This design comes from an exercise in tuning for small area and a short achievable clock period on the open sky130 flow, not from production work. At most, simulation tests tie the RTL to the original design; equivalence was not proved. No functional check of the RTL was part of runs 1 to 3, 5 and 6.

<file path="flow/design.v">
module debounce(clk,rst_n,nextButton,buttonOut);
input clk;
input rst_n;
input nextButton;
output buttonOut;
reg buttonOut;
reg button_pressed, button_not_pressed;
reg button_state;
always @ (posedge clk or negedge rst_n)
begin
	if (!rst_n)
		begin
		button_pressed <= 1'b0;
		button_not_pressed <= 1'b0;
		buttonOut <= 1'b0;
		end
	else
		begin
		button_pressed <= !nextButton & !button_state & !button_pressed;
		button_not_pressed <= nextButton & button_state & !button_not_pressed;
		if (nextButton & button_state)
			buttonOut <= 1'b0;
		else if (button_pressed)
			buttonOut <= 1'b1;
		end
end
always @ (posedge clk)
begin
	if (rst_n)
		begin
		if (button_not_pressed)
			button_state <= 1'b0;
		else if (button_pressed)
			button_state <= 1'b1;
		end
end
endmodule
module countvote(clk,result,status_switch,counter_A, counter_B, counter_DC_A, counter_DC_B, counter_MD_A, counter_MD_B,
						  counter_VA_A, counter_VA_B);
input clk;
input status_switch;
input[28:0] counter_A;
input[28:0] counter_B;
input[28:0] counter_DC_A;
input[28:0] counter_DC_B;
input[28:0] counter_MD_A;
input[28:0] counter_MD_B;
input[28:0] counter_VA_A;
input[28:0] counter_VA_B;
output[3:0] result;
reg[3:0] result;
wire gt    = counter_A > counter_B;
wire gt_dc = counter_DC_A > counter_DC_B;
wire gt_md = counter_MD_A > counter_MD_B;
wire gt_va = counter_VA_A > counter_VA_B;
always @ (posedge clk)
begin
	result[3] <= status_switch;
	result[2] <= status_switch ? gt_dc : gt;
	result[1] <= status_switch ? gt_md : 1'b1;
	result[0] <= status_switch ? gt_va : 1'b1;
end
endmodule
module segmentdisplay(clk, rst_n, DC_switch, MD_switch, VA_switch,
						  counter_A, counter_B, counter_DC_A, counter_DC_B, counter_MD_A, counter_MD_B,
						  counter_VA_A, counter_VA_B, counter_total, counter_DC_total, counter_MD_total, counter_VA_total,
						  LED_out0, LED_out1, LED_out2, LED_out3, LED_out4, LED_out5, LED_out6, LED_out7);
parameter SPLIT = 14;
input clk;
input rst_n;
input DC_switch;
input MD_switch;
input VA_switch;
input[28:0] counter_A;
input[28:0] counter_B;
input[28:0] counter_DC_A;
input[28:0] counter_DC_B;
input[28:0] counter_MD_A;
input[28:0] counter_MD_B;
input[28:0] counter_VA_A;
input[28:0] counter_VA_B;
input[28:0] counter_total;
input[28:0] counter_DC_total;
input[28:0] counter_MD_total;
input[28:0] counter_VA_total;
output [6:0] LED_out0;
output [6:0] LED_out1;
output [6:0] LED_out2;
output [6:0] LED_out3;
output [6:0] LED_out4;
output [6:0] LED_out5;
output [6:0] LED_out6;
output [6:0] LED_out7;
reg [4:0] timer;
reg [1:0] group;      
reg tagA, tagC;       
function [3:0] add3;
	input [3:0] a;
	reg c;
	begin
		c = a[3] | a[2] & (a[1] | a[0]);
		add3[3] = c;
		add3[0] = a[0] ^ c;
		add3[1] = c ? ~(a[1] ^ a[0]) : a[1];
		add3[2] = c ? a[2] ^ (a[1] | a[0]) : a[2];
	end
endfunction
function [27:0] dd_step;
	input [27:0] d;
	input b;
	reg [27:0] a;
	integer k;
	begin
		for (k = 0; k < 7; k = k + 1)
			a[4*k +: 4] = add3(d[4*k +: 4]);
		dd_step = {a[26:0], b};
	end
endfunction
function [6:0] seg;
	input [3:0] d;
	case (d)
	4'd0: seg = 7'b1000000;
	4'd1: seg = 7'b1111001;
	4'd2: seg = 7'b0100100;
	4'd3: seg = 7'b0110000;
	4'd4: seg = 7'b0011001;
	4'd5: seg = 7'b0010010;
	4'd6: seg = 7'b0000010;
	4'd7: seg = 7'b1111000;
	4'd8: seg = 7'b0000000;
	4'd9: seg = 7'b0011000;
	default: seg = 7'b1000000;
	endcase
endfunction
always @ (posedge clk or negedge rst_n)
	if (!rst_n)
		timer <= 5'd0;
	else if (timer == 5'd24)
		timer <= 5'd0;
	else
		timer <= timer + 5'd1;
always @ (posedge clk)
	if (DC_switch && !MD_switch && !VA_switch)
		group <= 2'd1;
	else if (MD_switch && !VA_switch && !DC_switch)
		group <= 2'd2;
	else if (VA_switch && !MD_switch && !DC_switch)
		group <= 2'd3;
	else
		group <= 2'd0;
wire slotA = timer < 5'd8;
wire slotB = !slotA && timer < 5'd16;
wire slotC = !slotA && !slotB;
wire [28:0] candA = group == 2'd1 ? counter_DC_A : group == 2'd2 ? counter_MD_A :
                    group == 2'd3 ? counter_VA_A : counter_A;
wire [28:0] candB = group == 2'd1 ? counter_DC_B : group == 2'd2 ? counter_MD_B :
                    group == 2'd3 ? counter_VA_B : counter_B;
wire [28:0] candT = group == 2'd1 ? counter_DC_total : group == 2'd2 ? counter_MD_total :
                    group == 2'd3 ? counter_VA_total : counter_total;
wire [28:0] sel = slotA ? candA : slotB ? candB : candT;
reg [27:0] pre_bcd;
integer i;
always @(*) begin
	pre_bcd = 28'd0;
	for (i = 28; i > 28 - SPLIT; i = i - 1)
		pre_bcd = dd_step(pre_bcd, sel[i]);
end
reg [27:0] bcd_q;
reg [28-SPLIT:0] bin_q;
always @ (posedge clk) begin
	bcd_q <= pre_bcd;
	bin_q <= sel[28-SPLIT:0];
	tagA <= slotA;
	tagC <= slotC;
end
reg [27:0] bcd;
integer j;
always @(*) begin
	bcd = bcd_q;
	for (j = 28 - SPLIT; j >= 0; j = j - 1)
		bcd = dd_step(bcd, bin_q[j]);
end
assign LED_out0 = seg(bcd[3:0]);
assign LED_out1 = seg(bcd[7:4]);
assign LED_out2 = seg(bcd[11:8]);
assign LED_out3 = seg(bcd[15:12]);
assign LED_out4 = seg(bcd[19:16]);
assign LED_out5 = seg(bcd[23:20]);
assign LED_out6 = seg(bcd[27:24]);
assign LED_out7 = {tagC, 1'b0, 1'b0, tagA, tagC, !tagA, !tagA && !tagC};
endmodule
module evm_display(clk, rst_n, button, DC_switch, MD_switch, VA_switch, status_switch,
                   counter_A, counter_B, counter_DC_A, counter_DC_B, counter_MD_A, counter_MD_B,
                   counter_VA_A, counter_VA_B, counter_total, counter_DC_total, counter_MD_total,
                   counter_VA_total,
                   nextButton, result,
                   LED_out0, LED_out1, LED_out2, LED_out3, LED_out4, LED_out5, LED_out6, LED_out7);
input clk;
input rst_n;
input button;
input DC_switch;
input MD_switch;
input VA_switch;
input status_switch;
input [28:0] counter_A;
input [28:0] counter_B;
input [28:0] counter_DC_A;
input [28:0] counter_DC_B;
input [28:0] counter_MD_A;
input [28:0] counter_MD_B;
input [28:0] counter_VA_A;
input [28:0] counter_VA_B;
input [28:0] counter_total;
input [28:0] counter_DC_total;
input [28:0] counter_MD_total;
input [28:0] counter_VA_total;
output nextButton;
output [3:0] result;
output [6:0] LED_out0;
output [6:0] LED_out1;
output [6:0] LED_out2;
output [6:0] LED_out3;
output [6:0] LED_out4;
output [6:0] LED_out5;
output [6:0] LED_out6;
output [6:0] LED_out7;
debounce bk1(.clk(clk),
             .rst_n(rst_n),
             .nextButton(button),
             .buttonOut(nextButton));
countvote bk3(.clk(clk),
              .status_switch(status_switch),
              .counter_A(counter_A),
              .counter_B(counter_B),
              .counter_DC_A(counter_DC_A),
              .counter_DC_B(counter_DC_B),
              .counter_MD_A(counter_MD_A),
              .counter_MD_B(counter_MD_B),
              .counter_VA_A(counter_VA_A),
              .counter_VA_B(counter_VA_B),
              .result(result));
segmentdisplay bk4(.clk(clk),
                   .rst_n(rst_n),
                   .DC_switch(DC_switch),
                   .MD_switch(MD_switch),
                   .VA_switch(VA_switch),
                   .counter_A(counter_A),
                   .counter_B(counter_B),
                   .counter_DC_A(counter_DC_A),
                   .counter_DC_B(counter_DC_B),
                   .counter_MD_A(counter_MD_A),
                   .counter_MD_B(counter_MD_B),
                   .counter_VA_A(counter_VA_A),
                   .counter_VA_B(counter_VA_B),
                   .counter_total(counter_total),
                   .counter_DC_total(counter_DC_total),
                   .counter_MD_total(counter_MD_total),
                   .counter_VA_total(counter_VA_total),
                   .LED_out0(LED_out0),
                   .LED_out1(LED_out1),
                   .LED_out2(LED_out2),
                   .LED_out3(LED_out3),
                   .LED_out4(LED_out4),
                   .LED_out5(LED_out5),
                   .LED_out6(LED_out6),
                   .LED_out7(LED_out7));
endmodule
</file>
<file path="flow/run.sh">
#!/bin/bash
# synth_recipe.tcl (not shown) runs the flow's synth.tcl, then flattens the netlist and writes it again
# the make line also repeats each setting of config.mk as NAME=value (left out here)
make -C /OpenROAD-flow-scripts/flow DESIGN_CONFIG=/design/flow/config.mk WORK_HOME=/design/flow/orfs CLKGATE_MAP_FILE= SYNTH_SCRIPT=/design/flow/synth_recipe.tcl finish
</file>
<file path="flow/config.mk">
export PLATFORM = sky130hd
export DESIGN_NAME = evm_display
export DESIGN_NICKNAME = evm_display
export VERILOG_FILES = /design/flow/design.v
export SDC_FILE = /design/flow/constraint.sdc
export NUM_CORES = 4
export LEC_CHECK = 0
export CAP_MARGIN = 20
export CORE_MARGIN = 2
export CORE_UTILIZATION = 40
export SLEW_MARGIN = 20
</file>
<file path="flow/constraint.sdc">
create_clock -name core_clock -period 36.0 [get_ports {clk}]
set_input_delay 7.2000 -clock core_clock [delete_from_list [all_inputs] [get_ports {clk}]]
set_output_delay 7.2000 -clock core_clock [all_outputs]
set_load 0.01 [all_outputs]
</file>
==> results of run 1 <==
-- stage by stage --
stage | setup slack (ps) | cell area, sq um
2_1_floorplan | 9890 | 19500
3_3_place_gp | 7830 | 24100
3_5_place_dp | 7100 | 24100
4_1_cts | 6640 | 24300
5_1_grt | 4580 | 24300
6_report | 6580 | 24300
-- sequential cells by signal, indices dropped and copies added, names as in the netlist --
signal and cells:
bk4.tagA 1, bk1.button_not_pressed 1, bk4.timer 5, bk1.button_state 1
bk4.bcd_q 18, bk3.result 4, bk4.tagC 1, bk4.bin_q 15
bk1.buttonOut 1, bk1.button_pressed 1, bk4.group 2
-- final timing paths --
check / endpoint / slack (ps) / cells after the start / from
hold reg to reg: bk1.button_not_pressed$_DFF_PN0_ / 460 / 1 / bk1.button_not_pressed$_DFF_PN0_
hold / removal: bk1.button_not_pressed$_DFF_PN0_ / 460 / 1 / bk1.button_not_pressed$_DFF_PN0_
setup / recovery: LED_out5[4] / 6580 / 102 / bk4.bcd_q[4]$_DFF_P_
setup reg to reg: bk4.bcd_q[7]$_DFF_P_ / 21830 / 61 / bk4.group[0]$_SDFF_PP1_
max in group asynchronous: bk4.timer[3]$_DFF_PN0_ / 28560 / 1 / rst_n
min in group asynchronous: bk4.timer[4]$_DFF_PN0_ / 7140 / 1 / rst_n
-- Yosys cell counts (13+ instances only) --
| library cell | count |
|---|---|
| nand3_1 | 28 |
| or4_1 | 14 |
| and2_1 | 24 |
| mux4_2 | 22 |
| a22oi_1 | 15 |
| o211ai_1 | 14 |
| o21a_1 | 23 |
| xnor2_1 | 98 |
| a211oi_1 | 36 |
| buf_1 | 13 |
| o21bai_1 | 14 |
| a21oi_1 | 101 |
| dfxtp_1 | 41 |
| xor2_1 | 18 |
| mux2_2 | 30 |
| nor4_1 | 18 |
| or3_1 | 17 |
| a31oi_1 | 28 |
| a2111oi_0 | 14 |
| a211o_1 | 15 |
| or2_2 | 18 |
| nor2_1 | 179 |
| inv_1 | 383 |
| nor3b_1 | 14 |
| a21o_1 | 24 |
| and3_1 | 16 |
| mux2i_1 | 146 |
| a22o_1 | 22 |
| nand2_1 | 74 |
| o22ai_1 | 23 |
| clkbuf_1 | 54 |
| nand4_1 | 31 |
| nor2b_1 | 61 |
| o21ai_0 | 131 |
| o31ai_1 | 16 |
| nand2b_1 | 51 |
| buf_2 | 14 |
| o221ai_1 | 17 |
| ha_1 | 380 |
| nor3_1 | 49 |
-- metal layers --
metal,global-route usage [%],up-vias
met5,0,-
met4,5.96,10
met3,3.35,65
met2,48.5,528
met1,33.3,9479
li1,-,9958
-- critical path, delay by kind of cell (launching register included) --
| family | cells | cell delay [ps] |
|---|---|---|
| fa+ha+maj | 30 | 5960 |
| compound gates | 17 | 4780 |
| flops | 1 | 330 |
| simple gates | 13 | 3720 |
| buf+inv | 28 | 3580 |
| xor+xnor | 10 | 2020 |
| mux | 4 | 1440 |
-- area by class of cell --
class                      count  share of cell area, %
antenna                       11                  0.113
clock buffer                   5                  0.515
clock inverter                 3                  0.108
inverter                     403                   6.26
multi-input combinational   2001                   68.1
sequential                    50                   4.36
tap                          615                   3.16
timing repair buffer         426                   17.4
-- cell families after synthesis --
group | after synthesis | synth area share [%]
AOI/OAI and AO/OA | 655 | 25.1
xor gates and xnor gates | 116 | 5.20
buffers and inverters | 495 | 9.92
other | 1 | 0.0192
and+or+nand+nor | 644 | 17.8
muxes | 204 | 12.2
DFF | 50 | 5.38
adders and majority gates | 380 | 24.3
==> flow_metrics.env, run 1 <==
export IMPL_core_area_sq_um=47900
export IMPL_cts_htree_levels=2
export IMPL_grt_ovfl_total=0
export IMPL_synth_top_cell_by_area="ha_1"
export IMPL_cts_hold_buf=0
export IMPL_place_congestion=0.959
export IMPL_crit_arrival_ps=22220
export IMPL_grt_pass1_wl_mm=107
export IMPL_vias=20000
export IMPL_track_usage_pct=26.6
export IMPL_period_needed_ps=29420
export IMPL_met2_length_mm=34.0
export IMPL_final_cell_mix="413 x clkdlybuf4s50_1, 383 x inv_1, 380 x ha_1"
export IMPL_cts_clk_slew_worst_paths_ps=80
export IMPL_numCtsBuffers=5
export IMPL_routed_top_layer="met5"
export IMPL_crit_fanout=15
export IMPL_num_rows=80
export IMPL_firstDrtPassIters=5
export IMPL_fin_util_pct=50.7
export IMPL_synth_top_area_share_pct=24.3
export IMPL_wl_met1_mm=30.6
export IMPL_max_slew_margin_pct=30.1
export IMPL_hold_violations=0
export IMPL_syn_avg_cell_area_sq_um=7.68
export IMPL_synthDistinctLibCells=127
export IMPL_finClkSkew_ps=15.0
export IMPL_drt_total_wl_mm=69.0
export IMPL_dp_cells=3495
export IMPL_cp_slowest_cell="mux2i_1"
export IMPL_outcome="no timing/DRC/antenna violations"
export IMPL_synth_area_sq_um=19500
export IMPL_cts_max_path_buffers=2
export IMPL_synth_edf_count=1
export IMPL_cts_tree="yes"
export IMPL_finalSetupTns_ps=0
export IMPL_dr_wl_met3_mm=3.37
export IMPL_layout_commonest_cell="clkdlybuf4s50_1"
export IMPL_synthFlopType="dfxtp_1"
export IMPL_hold_slack_ps=456
export IMPL_area_growth_pct=24.5
export IMPL_worstPathRequired_ps=28800
export IMPL_ys_ff_latch=50
export IMPL_finalNetCount=3622
export IMPL_rsz0062_at_grt="false"
export IMPL_numPortBuffers=413
export IMPL_die_area_sq_um=50600
export IMPL_worst_slew_pin_slew_ps=1020
export IMPL_die_height_um=225
export IMPL_yosysWarnings=3
export IMPL_setup_viol=0
export IMPL_synth_cells=2545
export IMPL_slowest_delay_ps=680
export IMPL_cts_resized_gates=0
export IMPL_finalCritPeriodShare_pct=81.7
export IMPL_instances_no_fill=3514
export IMPL_nFillCells=4558
export IMPL_initial_utilization_pct=40.7
export IMPL_postRouteAntennaNets=0
export IMPL_cpMostUsedCell="ha_1"
export IMPL_min_path_type="reg2reg"
export IMPL_wl_per_cell_um=19.6
export IMPL_maxSlewViolCount=0
export IMPL_boundaryPins=416
export IMPL_cp_start_kind="flip-flop"
export IMPL_ys_seq_area_share_pct=5.38
export IMPL_max_freq_mhz=34.0
export IMPL_root_buffer="clkbuf_16"
export IMPL_grt_pass1_vias=19700
export IMPL_hpwl_mm=60.2
export IMPL_cts_setup_buffers=0
export IMPL_critPathKind="reg2out"
export IMPL_end_kind="primary output"
export IMPL_drtIter0Drc=1167
export IMPL_maxCapViolCount=0
export IMPL_yosys_top_cells_area="ha_1 24%, mux2i_1 7.5%, inv_1 7.4%"
export IMPL_antenna_found_initial=18
export IMPL_vias_per_cell=5.70
export IMPL_async_reset_ff_share_pct=16.0
export IMPL_insertion_delay_ps=340
export IMPL_drc=0
export IMPL_die_w_um=225
export IMPL_final_layout_size_suffix_gt1_share_pct=6.54
export IMPL_multi_input_area_sq_um=16600
export IMPL_regArea_sq_um=1060
export IMPL_cts_sinks=50
export IMPL_grt_max_degree=53
==> run 2, diff against run 1 <==
--- a/flow/design.v
+++ b/flow/design.v
@@ -49,10 +49,20 @@
 input[28:0] counter_VA_B;
 output[3:0] result;
 reg[3:0] result;
-wire gt    = counter_A > counter_B;
-wire gt_dc = counter_DC_A > counter_DC_B;
-wire gt_md = counter_MD_A > counter_MD_B;
-wire gt_va = counter_VA_A > counter_VA_B;
+function greater;
+	input [28:0] a;
+	input [28:0] b;
+	integer i;
+	begin
+		greater = 1'b0;
+		for (i = 0; i < 29; i = i + 1)
+			greater = a[i] & !b[i] | (a[i] | !b[i]) & greater;
+	end
+endfunction
+wire gt    = greater(counter_A, counter_B);
+wire gt_dc = greater(counter_DC_A, counter_DC_B);
+wire gt_md = greater(counter_MD_A, counter_MD_B);
+wire gt_va = greater(counter_VA_A, counter_VA_B);
 always @ (posedge clk)
 begin
 	result[3] <= status_switch;
@@ -96,13 +106,11 @@
 reg tagA, tagC;       
 function [3:0] add3;
 	input [3:0] a;
-	reg c;
 	begin
-		c = a[3] | a[2] & (a[1] | a[0]);
-		add3[3] = c;
-		add3[0] = a[0] ^ c;
-		add3[1] = c ? ~(a[1] ^ a[0]) : a[1];
-		add3[2] = c ? a[2] ^ (a[1] | a[0]) : a[2];
+		add3[3] = a[3] | a[2] & (a[1] | a[0]);
+		add3[2] = a[2] & !a[1] & !a[0] | a[3] & a[0];
+		add3[1] = !a[2] & a[1] | a[2] & a[1] & a[0] | a[3] & !a[0];
+		add3[0] = !a[3] & !a[2] & a[0] | a[2] & a[1] & !a[0] | a[3] & !a[0];
 	end
 endfunction
 function [27:0] dd_step;
@@ -151,13 +159,13 @@
 wire slotA = timer < 5'd8;
 wire slotB = !slotA && timer < 5'd16;
 wire slotC = !slotA && !slotB;
-wire [28:0] candA = group == 2'd1 ? counter_DC_A : group == 2'd2 ? counter_MD_A :
-                    group == 2'd3 ? counter_VA_A : counter_A;
-wire [28:0] candB = group == 2'd1 ? counter_DC_B : group == 2'd2 ? counter_MD_B :
-                    group == 2'd3 ? counter_VA_B : counter_B;
-wire [28:0] candT = group == 2'd1 ? counter_DC_total : group == 2'd2 ? counter_MD_total :
-                    group == 2'd3 ? counter_VA_total : counter_total;
-wire [28:0] sel = slotA ? candA : slotB ? candB : candT;
+wire g0 = group == 2'd0, g1 = group == 2'd1, g2 = group == 2'd2, g3 = group == 2'd3;
+wire [28:0] sel = {29{slotA & g0}} & counter_A        | {29{slotA & g1}} & counter_DC_A |
+                  {29{slotA & g2}} & counter_MD_A     | {29{slotA & g3}} & counter_VA_A |
+                  {29{slotB & g0}} & counter_B        | {29{slotB & g1}} & counter_DC_B |
+                  {29{slotB & g2}} & counter_MD_B     | {29{slotB & g3}} & counter_VA_B |
+                  {29{slotC & g0}} & counter_total    | {29{slotC & g1}} & counter_DC_total |
+                  {29{slotC & g2}} & counter_MD_total | {29{slotC & g3}} & counter_VA_total;
 reg [27:0] pre_bcd;
 integer i;
 always @(*) begin
--- a/flow/config.mk
+++ b/flow/config.mk
@@ -5,6 +5,7 @@
 export SDC_FILE = /design/flow/constraint.sdc
 export NUM_CORES = 4
 export LEC_CHECK = 0
+export ABC_AREA = 1
 export CAP_MARGIN = 20
 export CORE_MARGIN = 2
 export CORE_UTILIZATION = 40
==> run 2 against run 1 <==
Critical path type unchanged. Setup slack gained 16000 ps. Synthesized cell count increased by 17%. Non-clock buffer count down 4. Wire length shrank 8.6%.
==> flow_metrics.env, run 2 <==
export IMPL_outcome="no timing/DRC/antenna violations"
export IMPL_cts_htree_levels=2
export IMPL_setup_viol=0
export IMPL_cts_max_path_buffers=2
export IMPL_root_buffer="clkbuf_16"
export IMPL_crit_start="bk4.bcd_q[0]$_DFF_P_"
export IMPL_synthFlopType="dfxtp_1"
export IMPL_layout_commonest_cell="nand2_1"
export IMPL_async_reset_ff_share_pct=16.0
export IMPL_wl_per_cell_um=16.2
export IMPL_yosys_top_cells_area="nand2_1 26%, nand3_1 10%, inv_1 9.3%"
export IMPL_cp_top_family="simple AND/OR/NAND/NOR gates"
export IMPL_track_usage_pct=31.3
export IMPL_firstDrtPassIters=6
export IMPL_slowest_delay_ps=580
export IMPL_syn_avg_cell_area_sq_um=5.08
export IMPL_drc=0
export IMPL_largest_register="bk4.bcd_q"
export IMPL_initial_utilization_pct=40.4
export IMPL_multi_input_area_sq_um=12200
export IMPL_min_from="bk1.button_state$_SDFFCE_PP0P_"
export IMPL_cts_resized_gates=0
export IMPL_cp_slowest_cell="clkdlybuf4s50_1"
export IMPL_cts_clk_slew_worst_paths_ps=80
export IMPL_synth_cells=2982
export IMPL_crit_path_end="LED_out3[3]"
export IMPL_die_w_um=199
export IMPL_period_needed_ps=13680
export IMPL_area_growth_pct=32.2
export IMPL_num_rows=71
export IMPL_maxSlewViolCount=0
export IMPL_crit_buf_inv=4
export IMPL_regToRegSetupSlack_ps=29230
export IMPL_insertion_delay_ps=320
export IMPL_drt_total_wl_mm=63.1
export IMPL_cts_hold_buf=0
export IMPL_place_congestion=1.02
export IMPL_grt_ovfl_total=0
export IMPL_cts_sinks=50
export IMPL_netlist_top_cells_count="1040 x nand2_1, 376 x inv_1, 313 x nand3_1, 244 x nor2_1, 105 x o21ai_0"
export IMPL_r2r_cells=36
export IMPL_yosysWarnings=3
export IMPL_cpMostUsedCell="nand2_1"
export IMPL_nFillCells=3826
export IMPL_regArea_sq_um=1050
export IMPL_numPortBuffers=413
export IMPL_synthDistinctLibCells=62
export IMPL_vias=21000
export IMPL_cp_depth=44
export IMPL_crit_fanout=6
export IMPL_worstPathRequired_ps=28800
export IMPL_grt_pass1_wl_mm=98.8
export IMPL_boundaryPins=416
export IMPL_die_height_um=199
export IMPL_r2r_start="bk4.timer[4]$_DFF_PN0_"
export IMPL_synth_top_area_share_pct=25.8
export IMPL_finalSetupTns_ps=0
export IMPL_synth_edf_count=1
export IMPL_synth_area_sq_um=15100
export IMPL_grt_pass1_vias=19500
export IMPL_worst_slew_pin_slew_ps=957
export IMPL_synth_most_common_cell="nand2_1"
export IMPL_finalNetCount=3753
export IMPL_min_path_type="reg2reg"
export IMPL_synth_top_cell_by_area="nand2_1"
export IMPL_top_regs="bk4.bcd_q: 18 flops, bk4.bin_q: 15 flops, bk4.timer: 5 flops"
export IMPL_postRouteAntennaNets=0
export IMPL_maxCapViolCount=0
export IMPL_hpwl_mm=54.4
export IMPL_cts_setup_buffers=0
export IMPL_finClkSkew_ps=10.1
export IMPL_antenna_found_initial=16
export IMPL_critPathKind="reg2out"
export IMPL_crit_arrival_ps=6480
export IMPL_finalCritPeriodShare_pct=38.0
export IMPL_numCtsBuffers=5
export IMPL_largest_reg_flops=18
export IMPL_final_layout_size_suffix_gt1_share_pct=10.3
export IMPL_grt_max_degree=31
export IMPL_max_freq_mhz=73.1
export IMPL_final_cell_mix="1040 x nand2_1, 413 x clkdlybuf4s50_1, 376 x inv_1"
export IMPL_max_slew_margin_pct=36.0
export IMPL_cts_tree="yes"
export IMPL_ys_seq_area_share_pct=6.94
export IMPL_die_area_sq_um=39400
export IMPL_ys_ff_latch=50
export IMPL_cp_start_kind="flip-flop"
export IMPL_rsz0062_at_grt="false"
export IMPL_hold_violations=0
export IMPL_drtIter0Drc=1577
export IMPL_vias_per_cell=5.39
export IMPL_core_area_sq_um=37500
export IMPL_end_kind="primary output"
export IMPL_r2r_end="bk4.bcd_q[14]$_DFF_P_"
-- run 2: cell types whose count changed after synthesis, moves of 60 or more --
cell and delta:
xnor2_1 -95, nand2_1 +966, inv_2 +78, nor2_1 +65, ha_1 -356, nand2_2 +102, mux2i_1 -146, nor2b_1 -60
nand3_1 +285
-- run 2: layout make-up --
class                      count  share of cell area [%]
sequential                    50                    5.25
tap                          511                    3.19
timing repair buffer         422                    21.0
inverter                     472                    8.86
multi-input combinational   2423                    60.8
antenna                       15                   0.187
clock buffer                   6                   0.693
clock inverter                 2                  0.0812
-- run 2: kinds of logic after synthesis --
family	count (synthesis)	synth area share [%]
simple gates	1885	55.6
buf+inv	511	12.9
compound gates	508	22.5
flops	50	6.94
fa+ha+maj	24	1.98
xor+xnor	3	0.173
other cells	1	0.0248
-- run 2: how the worst min path moves through the flow --
stage	cells after the start	slack [ps]	endpoint
3_5_place_dp	1	430	bk1.button_pressed$_DFF_PN0_
3_3_place_gp	1	420	bk1.button_pressed$_DFF_PN0_
2_1_floorplan	1	410	bk1.button_pressed$_DFF_PN0_
6_report	1	450	bk1.button_pressed$_DFF_PN0_
4_1_cts	1	440	bk1.button_pressed$_DFF_PN0_
5_1_grt	1	470	bk1.button_pressed$_DFF_PN0_
-- run 2: per-stage QoR --
stage	hold WS (ps)	setup WS, ps	utilization, %	cells	instance area (sq um)
global route	471	21430	53.4	3899	20000
floorplan	411	23940	-	2984	15200
finish	446	22320	53.4	3901	20000
global placement	421	22930	52.9	3878	19800
detailed placement	432	22740	52.9	3878	19800
CTS	441	22350	53.3	3886	20000
-- run 2: per-layer routing --
metal  vias up  part of all wire, %  global-route usage [%]
met3       100                  5.6                    3.65
met1      9550                   42                    37.7
li1      10700                    -                       -
met4         2                  3.2                    10.9
met5         -                0.021                       0
met2       699                   49                    57.0
==> run 3, diff against run 2 <==
--- a/flow/design.v
+++ b/flow/design.v
@@ -75,7 +75,7 @@
 						  counter_A, counter_B, counter_DC_A, counter_DC_B, counter_MD_A, counter_MD_B,
 						  counter_VA_A, counter_VA_B, counter_total, counter_DC_total, counter_MD_total, counter_VA_total,
 						  LED_out0, LED_out1, LED_out2, LED_out3, LED_out4, LED_out5, LED_out6, LED_out7);
-parameter SPLIT = 14;
+parameter SPLIT = 16;
 input clk;
 input rst_n;
 input DC_switch;
==> flow/flow/run.sh (new file) <==
#!/bin/bash
# Standard layout, except that the port buffers are the smallest buffer cell
# instead of the one buffer_ports picks by default. Each step's full output
# goes to its own log file here; ORFS also keeps per-step logs under orfs/logs.
set -euo pipefail
export BUFFER_PORTS_ARGS="-buffer_cell sky130_fd_sc_hd__buf_1"
bash standard.sh synth > synth.log 2>&1
bash standard.sh floorplan > floorplan.log 2>&1
bash standard.sh place > place.log 2>&1
bash standard.sh cts > cts.log 2>&1
bash standard.sh route > route.log 2>&1
bash standard.sh finish > finish.log 2>&1
==> flow/standard.sh (new file) <==
#!/bin/bash
# synth_recipe.tcl (not shown) runs the flow's synth.tcl, then flattens the netlist and writes it again
# the make line also repeats each setting of config.mk as NAME=value (left out here)
make -C /OpenROAD-flow-scripts/flow DESIGN_CONFIG=/design/flow/config.mk WORK_HOME=/design/flow/orfs CLKGATE_MAP_FILE= SYNTH_SCRIPT=/design/flow/synth_recipe.tcl "${@:-finish}"
removed: flow/run.sh
==> run 3 against run 2 <==
Still clean on timing, DRC and antenna. Worst hold slack about the same. Setup slack improved by 750 ps. Register-to-register slack improved by 640 ps. Non-clock buffer count decreased by 2. Wire length decreased by 2.8%. Critical path depth decreased by 5. Critical path type unchanged. Highest routed layer unchanged.
==> flow_metrics.env, run 3 <==
export IMPL_synth_top_cell_by_area="nand2_1"
export IMPL_numPortBuffers=413
export IMPL_insertion_delay_ps=310
export IMPL_setup_viol=0
export IMPL_num_rows=70
export IMPL_synth_cells=3092
export IMPL_track_usage_pct=30.3
export IMPL_netlist_top_cells_count="1186 x nand2_1, 449 x inv_1, 342 x nand3_1, 284 x nor2_1, 108 x o21ai_0"
export IMPL_synth_mux_area_share_pct=0
export IMPL_cpMostUsedCell="nand2_1"
export IMPL_final_cell_mix="1186 x nand2_1, 449 x inv_1, 413 x buf_1"
export IMPL_finClkSkew_ps=16.8
export IMPL_core_area_sq_um=36800
export IMPL_die_w_um=198
export IMPL_cts_resized_gates=0
export IMPL_finalCritPeriodShare_pct=35.9
export IMPL_ys_seq_area_share_pct=7.13
export IMPL_syn_avg_cell_area_sq_um=4.86
export IMPL_cp_slowest_cell="dfxtp_1"
export IMPL_rsz0062_at_grt="false"
export IMPL_synthXorXnorAreaFrac_pct=0.175
export IMPL_critPathKind="reg2out"
export IMPL_min_path_type="reg2reg"
export IMPL_end_kind="primary output"
export IMPL_hold_slack_ps=446
export IMPL_synth_simple_area_share_pct=57.2
export IMPL_finalSetupTns_ps=0
export IMPL_vias_per_cell=5.30
export IMPL_synth_most_common_cell="nand2_1"
export IMPL_dp_cells=3953
export IMPL_grt_max_degree=28
export IMPL_min_from="bk1.button_state$_SDFFCE_PP0P_"
export IMPL_outcome="no timing/DRC/antenna violations"
export IMPL_antenna_found_initial=20
export IMPL_vias=21100
export IMPL_drt_total_wl_mm=61.4
export IMPL_synth_top_family_by_area="simple AND/OR/NAND/NOR gates"
export IMPL_period_needed_ps=12930
export IMPL_fin_util_pct=47.0
export IMPL_largest_register="bk4.bcd_q"
export IMPL_fin_area_sq_um=17300
export IMPL_root_buffer="clkbuf_16"
export IMPL_drc=0
export IMPL_place_area_sq_um=17100
export IMPL_wl_per_cell_um=15.4
export IMPL_crit_start="bk4.bcd_q[3]$_DFF_P_"
export IMPL_hold_violations=0
export IMPL_die_area_sq_um=39100
export IMPL_layout_commonest_cell="nand2_1"
export IMPL_synthAdderAreaFrac_pct=2.58
export IMPL_hpwl_mm=53.2
export IMPL_synthDistinctLibCells=55
export IMPL_cts_setup_buffers=0
export IMPL_postRouteAntennaNets=0
export IMPL_crit_arrival_ps=5730
export IMPL_boundaryPins=416
export IMPL_maxSlewViolCount=0
export IMPL_finalNetCount=3878
export IMPL_synthFlopType="dfxtp_1"
export IMPL_cts_hold_buf=0
export IMPL_largest_reg_flops=21
export IMPL_worstPathRequired_ps=28800
export IMPL_nFillCells=4204
export IMPL_place_congestion=1.05
export IMPL_yosys_top_cells_area="nand2_1 30%, nand3_1 11%, inv_1 11%"
export IMPL_numCtsBuffers=5
export IMPL_regArea_sq_um=1070
export IMPL_cts_max_path_buffers=2
export IMPL_yosysWarnings=3
export IMPL_synth_top_area_share_pct=29.6
export IMPL_synth_compound_area_share_pct=19.5
export IMPL_multi_input_area_sq_um=12000
export IMPL_die_height_um=198
export IMPL_maxCapViolCount=0
export IMPL_initial_utilization_pct=40.8
export IMPL_grt_ovfl_total=0
export IMPL_async_reset_ff_share_pct=15.7
export IMPL_cts_htree_levels=2
export IMPL_max_freq_mhz=77.4
export IMPL_cts_tree="yes"
export IMPL_cts_clk_slew_worst_paths_ps=80
export IMPL_crit_fanout=7
export IMPL_synth_edf_count=1
export IMPL_cp_start_kind="flip-flop"
export IMPL_slowest_delay_ps=420
export IMPL_grt_pass1_wl_mm=94.4
export IMPL_instances_no_fill=3978
export IMPL_grt_pass1_vias=18700
export IMPL_r2r_start="bk4.timer[4]$_DFF_PN0_"
export IMPL_drtIter0Drc=1549
export IMPL_top_regs="bk4.bcd_q: 21 flops, bk4.bin_q: 13 flops, bk4.timer: 5 flops"
export IMPL_max_slew_margin_pct=31.0
export IMPL_worst_slew_pin_slew_ps=1030
export IMPL_final_layout_size_suffix_gt1_share_pct=5.41
export IMPL_firstDrtPassIters=6
export IMPL_cts_sinks=51
export IMPL_synth_area_sq_um=15000
export IMPL_area_growth_pct=15.1
export IMPL_dp_slack_ps=23440
export IMPL_ys_ff_latch=51
export IMPL_fin_ws_ps=23070
-- run 3: path summary, 6_finish.rpt --
path	to	cells after the start	slack [ps]
min in group asynchronous	bk4.timer[3]$_DFF_PN0_	1	6880
max in group asynchronous	bk4.timer[2]$_DFF_PN0_	1	28720
worst max-delay path	LED_out5[3]	39	23070
worst min register to register	bk1.button_pressed$_DFF_PN0_	1	450
worst min-delay path	bk1.button_pressed$_DFF_PN0_	1	450
worst max register to register	bk4.bcd_q[13]$_DFF_P_	30	29870
-- run 3: layer usage --
| layer | vias to the layer above | global-route usage, % | share of wire, % |
|---|---|---|---|
| li1 | 10900 | - | - |
| met1 | 9164 | 36.5 | 42 |
| met2 | 856 | 51.1 | 44 |
| met3 | 181 | 6.63 | 8.9 |
| met4 | 6 | 14.5 | 5.3 |
| met5 | - | 0 | 0.080 |
-- run 3: area by class of cell --
cell class | instances | area share, %
multi-input combinational | 2519 | 69.3
inverter | 495 | 10.8
timing repair buffer | 420 | 9.27
sequential | 51 | 6.19
tap | 468 | 3.39
clock buffer | 5 | 0.724
antenna | 17 | 0.246
clock inverter | 3 | 0.159
-- run 3: logic make-up (layout without fill, tap and decap cells) --
kind of cell | after synthesis | in the layout
buf+inv | 525 | 923
xor+xnor | 3 | 3
fa+ha+maj | 31 | 31
other cells | 1 | 21
compound gates | 466 | 466
simple gates | 2015 | 2015
flops | 51 | 51
-- run 3: worst max-delay path, delay by kind of cell (launching register included) --
kind | cells | cell delay [ps]
compound gates | 6 | 1230
fa+ha+maj | 1 | 320
buf+inv | 7 | 640
flops | 1 | 420
simple gates | 25 | 2780
==> run 4, diff against run 3 <==
--- a/flow/design.v
+++ b/flow/design.v
@@ -104,26 +104,6 @@
 reg [4:0] timer;
 reg [1:0] group;      
 reg tagA, tagC;       
-function [3:0] add3;
-	input [3:0] a;
-	begin
-		add3[3] = a[3] | a[2] & (a[1] | a[0]);
-		add3[2] = a[2] & !a[1] & !a[0] | a[3] & a[0];
-		add3[1] = !a[2] & a[1] | a[2] & a[1] & a[0] | a[3] & !a[0];
-		add3[0] = !a[3] & !a[2] & a[0] | a[2] & a[1] & !a[0] | a[3] & !a[0];
-	end
-endfunction
-function [27:0] dd_step;
-	input [27:0] d;
-	input b;
-	reg [27:0] a;
-	integer k;
-	begin
-		for (k = 0; k < 7; k = k + 1)
-			a[4*k +: 4] = add3(d[4*k +: 4]);
-		dd_step = {a[26:0], b};
-	end
-endfunction
 function [6:0] seg;
 	input [3:0] d;
 	case (d)
@@ -166,28 +146,44 @@
                   {29{slotB & g2}} & counter_MD_B     | {29{slotB & g3}} & counter_VA_B |
                   {29{slotC & g0}} & counter_total    | {29{slotC & g1}} & counter_DC_total |
                   {29{slotC & g2}} & counter_MD_total | {29{slotC & g3}} & counter_VA_total;
-reg [27:0] pre_bcd;
-integer i;
-always @(*) begin
-	pre_bcd = 28'd0;
-	for (i = 28; i > 28 - SPLIT; i = i - 1)
-		pre_bcd = dd_step(pre_bcd, sel[i]);
-end
+function integer maxval;
+	input integer n;
+	input integer k;
+	integer m, p, j;
+	begin
+		m = (1 << n) - 1;
+		p = 1;
+		for (j = 0; j < k; j = j + 1) p = p * 10;
+		if (m / p >= 10) maxval = 9;
+		else maxval = m / p;
+	end
+endfunction
+wire [27:0] st [0:29];      
+assign st[0] = 28'd0;
 reg [27:0] bcd_q;
 reg [28-SPLIT:0] bin_q;
+genvar n, k;
+generate
+	for (n = 1; n <= 29; n = n + 1) begin : step
+		wire [27:0] prev = (n == SPLIT + 1) ? bcd_q : st[n-1];
+		wire b = (n <= SPLIT) ? sel[29-n] : bin_q[29-n];
+		wire [27:0] adj;
+		for (k = 0; k < 7; k = k + 1) begin : dig
+			if (maxval(n-1, k) >= 5)
+				add3 c(.a(prev[4*k +: 4]), .y(adj[4*k +: 4]));
+			else
+				assign adj[4*k +: 4] = prev[4*k +: 4];
+		end
+		assign st[n] = {adj[26:0], b};
+	end
+endgenerate
 always @ (posedge clk) begin
-	bcd_q <= pre_bcd;
+	bcd_q <= st[SPLIT];
 	bin_q <= sel[28-SPLIT:0];
 	tagA <= slotA;
 	tagC <= slotC;
 end
-reg [27:0] bcd;
-integer j;
-always @(*) begin
-	bcd = bcd_q;
-	for (j = 28 - SPLIT; j >= 0; j = j - 1)
-		bcd = dd_step(bcd, bin_q[j]);
-end
+wire [27:0] bcd = st[29];
 assign LED_out0 = seg(bcd[3:0]);
 assign LED_out1 = seg(bcd[7:4]);
 assign LED_out2 = seg(bcd[11:8]);
@@ -196,6 +192,14 @@
 assign LED_out5 = seg(bcd[23:20]);
 assign LED_out6 = seg(bcd[27:24]);
 assign LED_out7 = {tagC, 1'b0, 1'b0, tagA, tagC, !tagA, !tagA && !tagC};
+endmodule
+module add3(a, y);
+input [3:0] a;
+output [3:0] y;
+assign y[3] = a[3] | a[2] & (a[1] | a[0]);
+assign y[2] = a[2] & !a[1] & !a[0] | a[3] & a[0];
+assign y[1] = !a[2] & a[1] | a[2] & a[1] & a[0] | a[3] & !a[0];
+assign y[0] = !a[3] & !a[2] & a[0] | a[2] & a[1] & !a[0] | a[3] & !a[0];
 endmodule
 module evm_display(clk, rst_n, button, DC_switch, MD_switch, VA_switch, status_switch,
                    counter_A, counter_B, counter_DC_A, counter_DC_B, counter_MD_A, counter_MD_B,
==> flow/flow/run.sh (replaced) <==
#!/bin/bash
# The standard layout (standard.sh) with two changes to how it is made:
#  - ABC maps for area first ("map -a") and then buffers and sizes, instead of
#    the stock area script's "map -B 0.9"; see flow/abc_area.script;
#  - the port buffers are the smallest buffer cell instead of the one
#    buffer_ports picks by default.
# The ORFS scripts folder is copied here with only abc_area.script replaced.
# Each step's full output goes to its own log file in this folder; ORFS also
# keeps per-step logs under orfs/logs.
set -euo pipefail
rm -rf scripts
cp -r "$FLOW_HOME/scripts" scripts
cp flow/abc_area.script scripts/abc_area.script
export SCRIPTS_DIR="$PWD/scripts"
export BUFFER_PORTS_ARGS="-buffer_cell sky130_fd_sc_hd__buf_1"
bash standard.sh synth > synth.log 2>&1
bash standard.sh floorplan > floorplan.log 2>&1
bash standard.sh place > place.log 2>&1
bash standard.sh cts > cts.log 2>&1
bash standard.sh route > route.log 2>&1
bash standard.sh finish > finish.log 2>&1
==> flow/flow/abc_area.script (new file) <==
strash
dch
map -a
topo
stime -c
buffer -c
upsize -c
dnsize -c
--- a/flow/config.mk
+++ b/flow/config.mk
@@ -10,3 +10,4 @@
 export CORE_MARGIN = 2
 export CORE_UTILIZATION = 40
 export SLEW_MARGIN = 20
+export SYNTH_HIERARCHICAL = 1
==> run 4 against run 3 <==
Final cell count fell by 17%. Synthesized cell count fell by 20%. Utilization rose by 0.14 points. Clock skew rose by 5.9 ps. Sequential share of layout area rose by 0.77 points. Die area fell by 15%. Register-to-register slack got worse by 1100 ps. Critical path type unchanged. Critical endpoint is now LED_out6[3]. Largest cell class unchanged.
==> flow_metrics.env, run 4 <==
export IMPL_synth_cells=2487
export IMPL_yosysWarnings=9
export IMPL_maxSlewViolCount=0
export IMPL_synth_area_sq_um=12700
export IMPL_vias=18500
export IMPL_area_growth_pct=16.8
export IMPL_cts_setup_buffers=0
export IMPL_core_area_sq_um=31400
export IMPL_finalSetupTns_ps=0
export IMPL_hold_violations=0
export IMPL_top_regs="bk4.bcd_q: 19 flops, bk4.bin_q: 13 flops, bk4.timer: 5 flops"
export IMPL_die_height_um=182
export IMPL_worstPathRequired_ps=28800
export IMPL_largest_reg_flops=19
export IMPL_firstDrtPassIters=6
export IMPL_grt_max_degree=34
export IMPL_outcome="no timing/DRC/antenna violations"
export IMPL_numPortBuffers=413
export IMPL_rsz0062_at_grt="false"
export IMPL_regToRegSetupSlack_ps=28730
export IMPL_cts_hold_buf=0
export IMPL_drtIter0Drc=1190
export IMPL_antenna_found_initial=17
export IMPL_grt_pass1_wl_mm=85.1
export IMPL_cp_slowest_cell="dfxtp_1"
export IMPL_die_area_sq_um=33100
export IMPL_place_congestion=1.03
export IMPL_max_freq_mhz=76.2
export IMPL_cts_clk_slew_worst_paths_ps=90
export IMPL_num_rows=65
export IMPL_r2r_start="bk4.timer[4]$_DFF_PN0_"
export IMPL_crit_fanout=4
export IMPL_wl_per_cell_um=16.9
export IMPL_numCtsBuffers=5
export IMPL_largest_register="bk4.bcd_q"
export IMPL_period_needed_ps=13120
export IMPL_track_usage_pct=32.2
export IMPL_final_cell_mix="509 x nand2_1, 437 x inv_1, 413 x buf_1"
export IMPL_cts_htree_levels=2
export IMPL_critPathKind="reg2out"
export IMPL_layout_commonest_cell="nand2_1"
export IMPL_insertion_delay_ps=330
export IMPL_cts_max_path_buffers=2
export IMPL_maxCapViolCount=0
export IMPL_grt_ovfl_total=0
export IMPL_finClkSkew_ps=22.7
export IMPL_syn_avg_cell_area_sq_um=5.09
export IMPL_r2r_cells=42
export IMPL_crit_path_end="LED_out6[3]"
export IMPL_max_slew_margin_pct=49.4
export IMPL_cts_sinks=49
export IMPL_root_buffer="clkbuf_16"
export IMPL_boundaryPins=416
export IMPL_crit_arrival_ps=5920
export IMPL_min_path_type="reg2reg"
export IMPL_finalCritPeriodShare_pct=36.4
export IMPL_cts_resized_gates=0
export IMPL_vias_per_cell=5.63
export IMPL_initial_utilization_pct=40.4
export IMPL_end_kind="primary output"
export IMPL_hpwl_mm=47.0
export IMPL_cts_tree="yes"
export IMPL_worst_slew_pin_slew_ps=757
export IMPL_r2r_end="bk4.bcd_q[13]$_DFF_P_"
export IMPL_crit_start="bk4.bcd_q[0]$_DFF_P_"
export IMPL_finalNetCount=3263
export IMPL_drt_total_wl_mm=55.6
export IMPL_slowest_delay_ps=390
export IMPL_grt_pass1_vias=17500
export IMPL_drc=0
export IMPL_setup_viol=0
export IMPL_cp_start_kind="flip-flop"
export IMPL_final_layout_size_suffix_gt1_share_pct=5.42
export IMPL_postRouteAntennaNets=0
export IMPL_die_w_um=182
==> run 4: worst max-delay path: cells and delay by family (launching register included) <==
family | cells | cell delay, ps
DFF | 1 | 390
and+or+nand+nor | 20 | 2060
buffers and inverters | 5 | 580
AOI/OAI and AO/OA | 10 | 2240
adders and majority gates | 1 | 320
==> run 4: layer usage <==
metal | routed length, um | GRT usage, %
met3 | 4010 | 6.14
met4 | 2410 | 14.5
met1 | 21800 | 35.1
met5 | 75 | 0
met2 | 27300 | 60.0
==> run 4: final cells by class <==
class	count	area, sq um
clock inverter	3	23.8
sequential	49	1030
fill	3478	16600
tap	402	503
clock buffer	5	125
antenna	12	30.0
multi-input combinational	1842	9360
timing repair buffer	427	1660
inverter	552	2070
==> run 4: worst min-delay path by stage <==
stage                                           from                               end  cells after the start
floorplan             bk1.button_state$_SDFFCE_PP0P_      bk1.button_pressed$_DFF_PN0_                      1
global route        bk1.button_not_pressed$_DFF_PN0_  bk1.button_not_pressed$_DFF_PN0_                      1
CTS                   bk1.button_state$_SDFFCE_PP0P_      bk1.button_pressed$_DFF_PN0_                      1
detailed placement    bk1.button_state$_SDFFCE_PP0P_      bk1.button_pressed$_DFF_PN0_                      1
global placement      bk1.button_state$_SDFFCE_PP0P_      bk1.button_pressed$_DFF_PN0_                      1
finish                bk1.button_state$_SDFFCE_PP0P_      bk1.button_pressed$_DFF_PN0_                      1
==> run 4: through the flow <==
stage               util [%]  cells  instance area, sq um  hold WS, ps  setup WS, ps
CTS                     47.1   3280                 14800          453         22930
finish                  47.2   3292                 14800          454         22880
global placement        46.6   3272                 14600          437         23620
global route            47.1   3287                 14800          475         21910
floorplan                  -   2498                 12700          411         24150
detailed placement      46.6   3272                 14600          446         23310
==> run 5, diff against run 4 <==
--- a/flow/design.v
+++ b/flow/design.v
@@ -123,10 +123,11 @@
 always @ (posedge clk or negedge rst_n)
 	if (!rst_n)
 		timer <= 5'd0;
-	else if (timer == 5'd24)
+	else if (timer[4] & timer[3])
 		timer <= 5'd0;
 	else
-		timer <= timer + 5'd1;
+		timer <= {timer[4] ^ (&timer[3:0]), timer[3] ^ (&timer[2:0]), timer[2] ^ (&timer[1:0]),
+		          timer[1] ^ timer[0], !timer[0]};
 always @ (posedge clk)
 	if (DC_switch && !MD_switch && !VA_switch)
 		group <= 2'd1;
@@ -136,9 +137,9 @@
 		group <= 2'd3;
 	else
 		group <= 2'd0;
-wire slotA = timer < 5'd8;
-wire slotB = !slotA && timer < 5'd16;
-wire slotC = !slotA && !slotB;
+wire slotA = !timer[4] & !timer[3];
+wire slotB = !timer[4] & timer[3];
+wire slotC = timer[4];
 wire g0 = group == 2'd0, g1 = group == 2'd1, g2 = group == 2'd2, g3 = group == 2'd3;
 wire [28:0] sel = {29{slotA & g0}} & counter_A        | {29{slotA & g1}} & counter_DC_A |
                   {29{slotA & g2}} & counter_MD_A     | {29{slotA & g3}} & counter_VA_A |
==> run 5 against run 4 <==
Wire length down 2.0%. Design area down 1.2%. Sequential share of layout area up 0.083 points. Sequential cell count unchanged.
==> flow_metrics.env, run 5 <==
export IMPL_die_height_um=180
export IMPL_final_cell_mix="491 x nand2_1, 413 x buf_1, 399 x inv_1"
export IMPL_initial_utilization_pct=40.7
export IMPL_setup_viol=0
export IMPL_grt_pass1_wl_mm=84.4
export IMPL_firstDrtPassIters=6
export IMPL_yosysWarnings=9
export IMPL_finalCritPeriodShare_pct=36.6
export IMPL_place_area_sq_um=14400
export IMPL_final_layout_size_suffix_gt1_share_pct=5.54
export IMPL_grt_max_degree=58
export IMPL_root_buffer="clkbuf_16"
export IMPL_cts_setup_buffers=0
export IMPL_top_regs="bk4.bcd_q: 19 flops, bk4.bin_q: 13 flops, bk4.timer: 5 flops"
export IMPL_finalSetupTns_ps=0
export IMPL_vias=18200
export IMPL_numCtsBuffers=5
export IMPL_layout_commonest_cell="nand2_1"
export IMPL_drtIter0Drc=1324
export IMPL_cts_max_path_buffers=2
export IMPL_cts_clk_slew_worst_paths_ps=80
export IMPL_core_area_sq_um=30600
export IMPL_critPathKind="reg2out"
export IMPL_r2r_end="bk4.bcd_q[9]$_DFF_P_"
export IMPL_min_from="bk4.timer[0]$_DFF_PN0_"
export IMPL_min_path_type="reg2reg"
export IMPL_fin_area_sq_um=14600
export IMPL_max_freq_mhz=76.0
export IMPL_outcome="no timing/DRC/antenna violations"
export IMPL_hold_violations=0
export IMPL_insertion_delay_ps=310
export IMPL_cts_htree_levels=2
export IMPL_syn_avg_cell_area_sq_um=5.18
export IMPL_wl_per_cell_um=17.0
export IMPL_cts_tree="yes"
export IMPL_finalNetCount=3182
export IMPL_antenna_found_initial=15
export IMPL_cts_resized_gates=0
export IMPL_grt_pass1_vias=17000
export IMPL_worstPathRequired_ps=28800
export IMPL_area_growth_pct=17.5
export IMPL_num_rows=64
export IMPL_hpwl_mm=45.8
export IMPL_period_needed_ps=13160
export IMPL_cpMostUsedCell="o21ai_1"
export IMPL_cp_top_family="compound AO/OA/AOI/OAI gates"
export IMPL_largest_reg_flops=19
export IMPL_maxSlewViolCount=0
export IMPL_numPortBuffers=413
export IMPL_crit_arrival_ps=5960
export IMPL_regToRegSetupSlack_ps=28870
export IMPL_grt_ovfl_total=0
export IMPL_max_slew_margin_pct=40.2
export IMPL_synth_area_sq_um=12400
export IMPL_slowest_delay_ps=350
export IMPL_nFillCells=3332
export IMPL_worst_slew_pin_slew_ps=897
export IMPL_cp_start_kind="flip-flop"
export IMPL_hold_depth=1
export IMPL_postRouteAntennaNets=0
export IMPL_crit_fanout=4
export IMPL_largest_register="bk4.bcd_q"
export IMPL_maxCapViolCount=0
export IMPL_end_kind="primary output"
export IMPL_cp_slowest_cell="dfxtp_1"
export IMPL_synth_cells=2403
export IMPL_crit_buf_inv=8
export IMPL_vias_per_cell=5.68
export IMPL_cts_sinks=49
export IMPL_place_congestion=1.09
export IMPL_min_to="bk4.timer[0]$_DFF_PN0_"
export IMPL_die_w_um=180
export IMPL_die_area_sq_um=32500
export IMPL_r2r_cells=45
export IMPL_finClkSkew_ps=14.0
export IMPL_fin_util_pct=47.8
export IMPL_boundaryPins=416
export IMPL_track_usage_pct=31.9
export IMPL_rsz0062_at_grt="false"
export IMPL_r2r_start="bk4.timer[3]$_DFF_PN0_"
export IMPL_drc=0
export IMPL_cts_hold_buf=0
export IMPL_drt_total_wl_mm=54.5
==> run 5: layer usage <==
layer  vias to the layer above  share of wire (%)  GRT usage [%]
met5                         -              0.081              0
met4                         6                5.6           17.2
met3                       158                7.8           5.96
met2                       722                 47           56.5
met1                      8322                 39           36.0
li1                       9014                  -              -
==> run 5: layout make-up <==
| cell class | count | area [sq um] | share of cell area (%) |
|---|---|---|---|
| diodes | 13 | 32.5 | 0.222 |
| clock buffers | 6 | 129 | 0.881 |
| clock inverters | 2 | 35.0 | 0.239 |
| inverters | 519 | 1950 | 13.3 |
| multi-input cells | 1797 | 9320 | 63.7 |
| flip-flops and latches | 49 | 1030 | 7.05 |
| well taps | 396 | 495 | 3.39 |
| repair buffers | 425 | 1640 | 11.2 |
==> run 5: worst max-delay path by stage <==
stage	startpoint	to	slack, ps	cells after the start
after floorplan	bk4.bcd_q[0]$_DFF_P_	LED_out6[3]	24090	36
after global placement	bk4.bcd_q[0]$_DFF_P_	LED_out6[3]	23590	37
after detailed placement	bk4.bcd_q[2]$_DFF_P_	LED_out6[3]	23250	37
after CTS	bk4.bcd_q[0]$_DFF_P_	LED_out6[3]	22880	37
after global routing	bk4.bcd_q[0]$_DFF_P_	LED_out6[3]	22020	37
final	bk4.bcd_q[2]$_DFF_P_	LED_out6[3]	22840	37
==> run 5: per-stage QoR <==
stage | instances | setup WS (ps) | hold slack [ps]
after floorplan | 2414 | 24090 | 410
after global placement | 3186 | 23590 | 421
after detailed placement | 3186 | 23250 | 425
after CTS | 3194 | 22880 | 438
after global routing | 3204 | 22020 | 450
final | 3207 | 22840 | 439
==> run 6, diff against run 5 <==
--- a/flow/design.v
+++ b/flow/design.v
@@ -141,12 +141,22 @@
 wire slotB = !timer[4] & timer[3];
 wire slotC = timer[4];
 wire g0 = group == 2'd0, g1 = group == 2'd1, g2 = group == 2'd2, g3 = group == 2'd3;
-wire [28:0] sel = {29{slotA & g0}} & counter_A        | {29{slotA & g1}} & counter_DC_A |
-                  {29{slotA & g2}} & counter_MD_A     | {29{slotA & g3}} & counter_VA_A |
-                  {29{slotB & g0}} & counter_B        | {29{slotB & g1}} & counter_DC_B |
-                  {29{slotB & g2}} & counter_MD_B     | {29{slotB & g3}} & counter_VA_B |
-                  {29{slotC & g0}} & counter_total    | {29{slotC & g1}} & counter_DC_total |
-                  {29{slotC & g2}} & counter_MD_total | {29{slotC & g3}} & counter_VA_total;
+wire [11:0] s = {slotC & g3, slotB & g3, slotA & g3,
+                 slotC & g2, slotB & g2, slotA & g2,
+                 slotC & g1, slotB & g1, slotA & g1,
+                 slotC & g0, slotB & g0, slotA & g0};
+wire [28:0] sel;
+genvar m;
+generate
+	for (m = 0; m < 29; m = m + 1) begin : mux
+		wire n0, n1, n2, n3;
+		m_a222oi r0(.A1(counter_A[m]),    .A2(s[0]),  .B1(counter_B[m]),    .B2(s[1]),  .C1(counter_total[m]),    .C2(s[2]),  .Y(n0));
+		m_a222oi r1(.A1(counter_DC_A[m]), .A2(s[3]),  .B1(counter_DC_B[m]), .B2(s[4]),  .C1(counter_DC_total[m]), .C2(s[5]),  .Y(n1));
+		m_a222oi r2(.A1(counter_MD_A[m]), .A2(s[6]),  .B1(counter_MD_B[m]), .B2(s[7]),  .C1(counter_MD_total[m]), .C2(s[8]),  .Y(n2));
+		m_a222oi r3(.A1(counter_VA_A[m]), .A2(s[9]),  .B1(counter_VA_B[m]), .B2(s[10]), .C1(counter_VA_total[m]), .C2(s[11]), .Y(n3));
+		m_nand4 o(.A(n0), .B(n1), .C(n2), .D(n3), .Y(sel[m]));
+	end
+endgenerate
 function integer maxval;
 	input integer n;
 	input integer k;
@@ -170,7 +180,9 @@
 		wire b = (n <= SPLIT) ? sel[29-n] : bin_q[29-n];
 		wire [27:0] adj;
 		for (k = 0; k < 7; k = k + 1) begin : dig
-			if (maxval(n-1, k) >= 5)
+			if (maxval(n-1, k) >= 5 && k == 6)
+				add3_top c(.a(prev[4*k +: 4]), .y(adj[4*k +: 3]));
+			else if (maxval(n-1, k) >= 5)
 				add3 c(.a(prev[4*k +: 4]), .y(adj[4*k +: 4]));
 			else
 				assign adj[4*k +: 4] = prev[4*k +: 4];
@@ -202,6 +214,22 @@
 assign y[1] = !a[2] & a[1] | a[2] & a[1] & a[0] | a[3] & !a[0];
 assign y[0] = !a[3] & !a[2] & a[0] | a[2] & a[1] & !a[0] | a[3] & !a[0];
 endmodule
+module add3_top(a, y);
+input [3:0] a;
+output [2:0] y;
+assign y[2] = a[2] & !a[1] & !a[0] | a[3] & a[0];
+assign y[1] = !a[2] & a[1] | a[2] & a[1] & a[0] | a[3] & !a[0];
+assign y[0] = !a[3] & !a[2] & a[0] | a[2] & a[1] & !a[0] | a[3] & !a[0];
+endmodule
+module m_a221oi(input A1, A2, B1, B2, C1, output Y); assign Y = !(A1 & A2 | B1 & B2 | C1); endmodule
+module m_a222oi(input A1, A2, B1, B2, C1, C2, output Y); assign Y = !(A1 & A2 | B1 & B2 | C1 & C2); endmodule
+module m_nand4(input A, B, C, D, output Y); assign Y = !(A & B & C & D); endmodule
+module m_xnor2(input A, B, output Y); assign Y = !(A ^ B); endmodule
+module m_a22o(input A1, A2, B1, B2, output X); assign X = A1 & A2 | B1 & B2; endmodule
+module m_o21ai(input A1, A2, B1, output Y); assign Y = !((A1 | A2) & B1); endmodule
+module m_nand2b(input A_N, B, output Y); assign Y = !(!A_N & B); endmodule
+module m_nand2(input A, B, output Y); assign Y = !(A & B); endmodule
+module m_inv(input A, output Y); assign Y = !A; endmodule
 module evm_display(clk, rst_n, button, DC_switch, MD_switch, VA_switch, status_switch,
                    counter_A, counter_B, counter_DC_A, counter_DC_B, counter_MD_A, counter_MD_B,
                    counter_VA_A, counter_VA_B, counter_total, counter_DC_total, counter_MD_total,
==> run 6 against run 5 <==
Sequential cell count stayed put. Global-route usage is 0.60 points lower. Area after synthesis is 3.4% higher. Utilization is 0.33 points higher. Sequential share of layout area is 0.28 points lower. Non-clock buffer count is 4 higher. Still clean on timing, DRC and antenna. Highest routed layer unchanged.
==> flow_metrics.env, run 6 <==
export IMPL_final_cell_mix="435 x nand2_1, 413 x buf_1, 394 x inv_1"
export IMPL_cts_tree="yes"
export IMPL_worstPathRequired_ps=28800
export IMPL_num_rows=65
export IMPL_synth_mux_area_share_pct=0.0777
export IMPL_syn_avg_cell_area_sq_um=5.40
export IMPL_end_kind="primary output"
export IMPL_synth_top_cell_by_area="nand3_1"
export IMPL_final_layout_size_suffix_gt1_share_pct=10.7
export IMPL_core_area_sq_um=31600
export IMPL_min_path_type="reg2reg"
export IMPL_grt_busiest_layer="met2"
export IMPL_boundaryPins=416
export IMPL_postRouteAntennaNets=0
export IMPL_cts_htree_levels=2
export IMPL_vias=17900
export IMPL_die_height_um=183
export IMPL_cts_clk_slew_worst_paths_ps=80
export IMPL_cts_setup_buffers=0
export IMPL_largest_reg_flops=19
export IMPL_synth_most_common_cell="nand2_1"
export IMPL_rsz0062_at_grt="false"
export IMPL_finalNetCount=3206
export IMPL_finalCritPeriodShare_pct=36.8
export IMPL_cts_sinks=49
export IMPL_grt_pass1_wl_mm=83.4
export IMPL_drtIter0Drc=1188
export IMPL_max_slew_margin_pct=37.2
export IMPL_cts_resized_gates=0
export IMPL_use_met1_pct=34.2
export IMPL_insertion_delay_ps=320
export IMPL_vias_per_cell=5.52
export IMPL_cts_hold_buf=0
export IMPL_wl_per_cell_um=16.8
export IMPL_crit_fanout=5
export IMPL_antenna_found_initial=23
export IMPL_die_area_sq_um=33600
export IMPL_largest_register="bk4.bcd_q"
export IMPL_numPortBuffers=413
export IMPL_grt_max_degree=30
export IMPL_ys_ff_latch=49
export IMPL_synth_top_family_by_area="compound AO/OA/AOI/OAI gates"
export IMPL_synth_cells=2383
export IMPL_maxCapViolCount=0
export IMPL_synth_area_sq_um=12900
export IMPL_place_congestion=1.03
export IMPL_synthAdderAreaFrac_pct=3.93
export IMPL_initial_utilization_pct=40.7
export IMPL_maxSlewViolCount=0
export IMPL_ys_seq_area_share_pct=8.01
export IMPL_synthXorXnorAreaFrac_pct=0
export IMPL_outcome="no timing/DRC/antenna violations"
export IMPL_hpwl_mm=47.6
export IMPL_gr_usage_met3_pct=6.65
export IMPL_root_buffer="clkbuf_16"
export IMPL_top_regs="bk4.bcd_q: 19 flops, bk4.bin_q: 13 flops, bk4.timer: 5 flops"
export IMPL_critPathKind="reg2out"
export IMPL_die_w_um=183
export IMPL_use_met2_pct=56.5
export IMPL_grt_ovfl_total=0
export IMPL_hold_violations=0
export IMPL_grt_pass1_vias=17100
export IMPL_synthDistinctLibCells=36
export IMPL_synthFlopType="dfxtp_1"
export IMPL_slowest_delay_ps=390
export IMPL_synth_compound_area_share_pct=38.0
export IMPL_setup_viol=0
export IMPL_track_usage_pct=31.3
export IMPL_cp_start_kind="flip-flop"
export IMPL_synth_top_area_share_pct=13.6
export IMPL_area_growth_pct=18.3
export IMPL_period_needed_ps=13240
export IMPL_finalSetupTns_ps=0
export IMPL_max_freq_mhz=75.5
export IMPL_cpMostUsedCell="o21ai_1"
export IMPL_async_reset_ff_share_pct=16.3
export IMPL_finClkSkew_ps=13.1
export IMPL_netlist_top_cells_count="435 x nand2_1, 394 x inv_1, 351 x nand3_1, 328 x o21ai_1, 173 x nor2_1"
export IMPL_firstDrtPassIters=6
export IMPL_crit_arrival_ps=6040
export IMPL_numCtsBuffers=5
export IMPL_drc=0
export IMPL_yosysWarnings=9
export IMPL_cts_max_path_buffers=2
export IMPL_yosys_top_cells_area="nand3_1 14%, o21ai_1 13%, nand2_1 13%"
export IMPL_worst_slew_pin_slew_ps=937
export IMPL_hold_slack_ps=448
export IMPL_synth_simple_area_share_pct=33.9
export IMPL_drt_total_wl_mm=54.2
export IMPL_layout_commonest_cell="nand2_1"
export IMPL_cp_slowest_cell="dfxtp_1"
export IMPL_synth_edf_count=1
-- run 6: worst max-delay path: cells and delay by family, from the launching register on --
| kind | cells | cell delay [ps] |
|---|---|---|
| compound gates | 12 | 2420 |
| simple gates | 18 | 1860 |
| buf+inv | 7 | 730 |
| flops | 1 | 390 |
| fa+ha+maj | 1 | 310 |
-- run 6: kinds of logic (layout without fill, tap and decap cells) --
family	after synthesis	after routing
other cells	1	33
simple gates	1015	1015
buf+inv	535	956
fa+ha+maj	41	41
mux	1	1
compound gates	741	741
flops	49	49
-- run 6: modules after synthesis (local to each module, per instance), excerpt --
module          times used  flip-flops and latches  cells inside  area, sq um
add3                   108                       0            13         56.3
add3_top                 6                       0            12         58.8
countvote                1                       4           337         1760
debounce                 1                       4            10          136
m_a222oi               116                       0             2         17.5
m_nand4                 29                       0             1         6.26
segmentdisplay           1                      41           299         2330
-- run 6: cell type report --
class                      instances  area [sq um]
antenna                           21          52.6
clock inverter                     3          28.8
multi-input combinational       1810          9880
clock buffer                       5           125
tap                              402           503
fill                            3489         16400
sequential                        49          1030
inverter                         519          1950
timing repair buffer             429          1670
-- run 6: routing by layer --
| metal | up-vias | routed length [um] |
|---|---|---|
| met3 | 133 | 3830 |
| met4 | 6 | 2680 |
| li1 | 8995 | - |
| met5 | - | 38 |
| met2 | 554 | 26500 |
| met1 | 8195 | 21200 |
-- run 6: through the flow --
step,utilization (%),std cells,area [sq um],setup WS (ps)
2_1_floorplan,-,2394,12900,23990
3_3_place_gp,47.5,3209,15000,23430
6_report,48.2,3238,15200,22760
5_1_grt,48.1,3231,15200,21870
4_1_cts,48.0,3217,15200,22790
3_5_place_dp,47.5,3209,15000,23130
-- run 6: final timing paths --
kind | startpoint | end | slack [ps] | cells past startpoint
max in group asynchronous | rst_n | bk4.timer[4]$_DFF_PN0_ | 28850 | 1
setup reg to reg | bk4.timer[3]$_DFF_PN0_ | bk4.bcd_q[13]$_DFF_P_ | 29420 | 43
setup / recovery | bk4.bcd_q[0]$_DFF_P_ | LED_out6[3] | 22760 | 38
min in group asynchronous | rst_n | bk4.timer[2]$_DFF_PN0_ | 6810 | 1
hold reg to reg | bk4.timer[4]$_DFF_PN0_ | bk4.tagC$_DFF_P_ | 450 | 0
hold / removal | bk4.timer[4]$_DFF_PN0_ | bk4.tagC$_DFF_P_ | 450 | 0

==> afterwards: timing with drivers on the ports <==
In the flow no input, the clock included, has a driving cell. The finished layouts below were timed again as built, in two steps.
Step 1: set_driving_cell puts a clkbuf_16 on clk and a buf_2 on each other input, an assumption about the parent block.
Step 2, shift: input delay + t, output delay - t, t = (earliest + latest rising clock arrival at the registers) / 2. This alone moves slack from input paths to output paths.
Three values: no drivers, after step 1, after step 2; two values: the first two.
run	shift t [ns]	slack for setup (ns)	hold WS [ns]	worst register clock-pin slew, ns
run 1	0.381	6.580 / 6.532 / 6.912	0.456 / 0.456 / 0.456	0.09 / 0.09
run 2	0.363	22.321 / 22.278 / 22.642	0.446 / 0.446 / 0.446	0.08 / 0.08
run 3	0.353	23.073 / 23.022 / 23.375	0.446 / 0.446 / 0.446	0.08 / 0.08
run 4	0.373	22.885 / 22.832 / 23.206	0.454 / 0.454 / 0.454	0.09 / 0.09
run 5	0.355	22.836 / 22.786 / 23.142	0.439 / 0.439 / 0.439	0.08 / 0.08
run 6	0.363	22.762 / 22.712 / 23.076	0.448 / 0.448 / 0.448	0.08 / 0.08
After both steps every run listed still meets setup and hold.
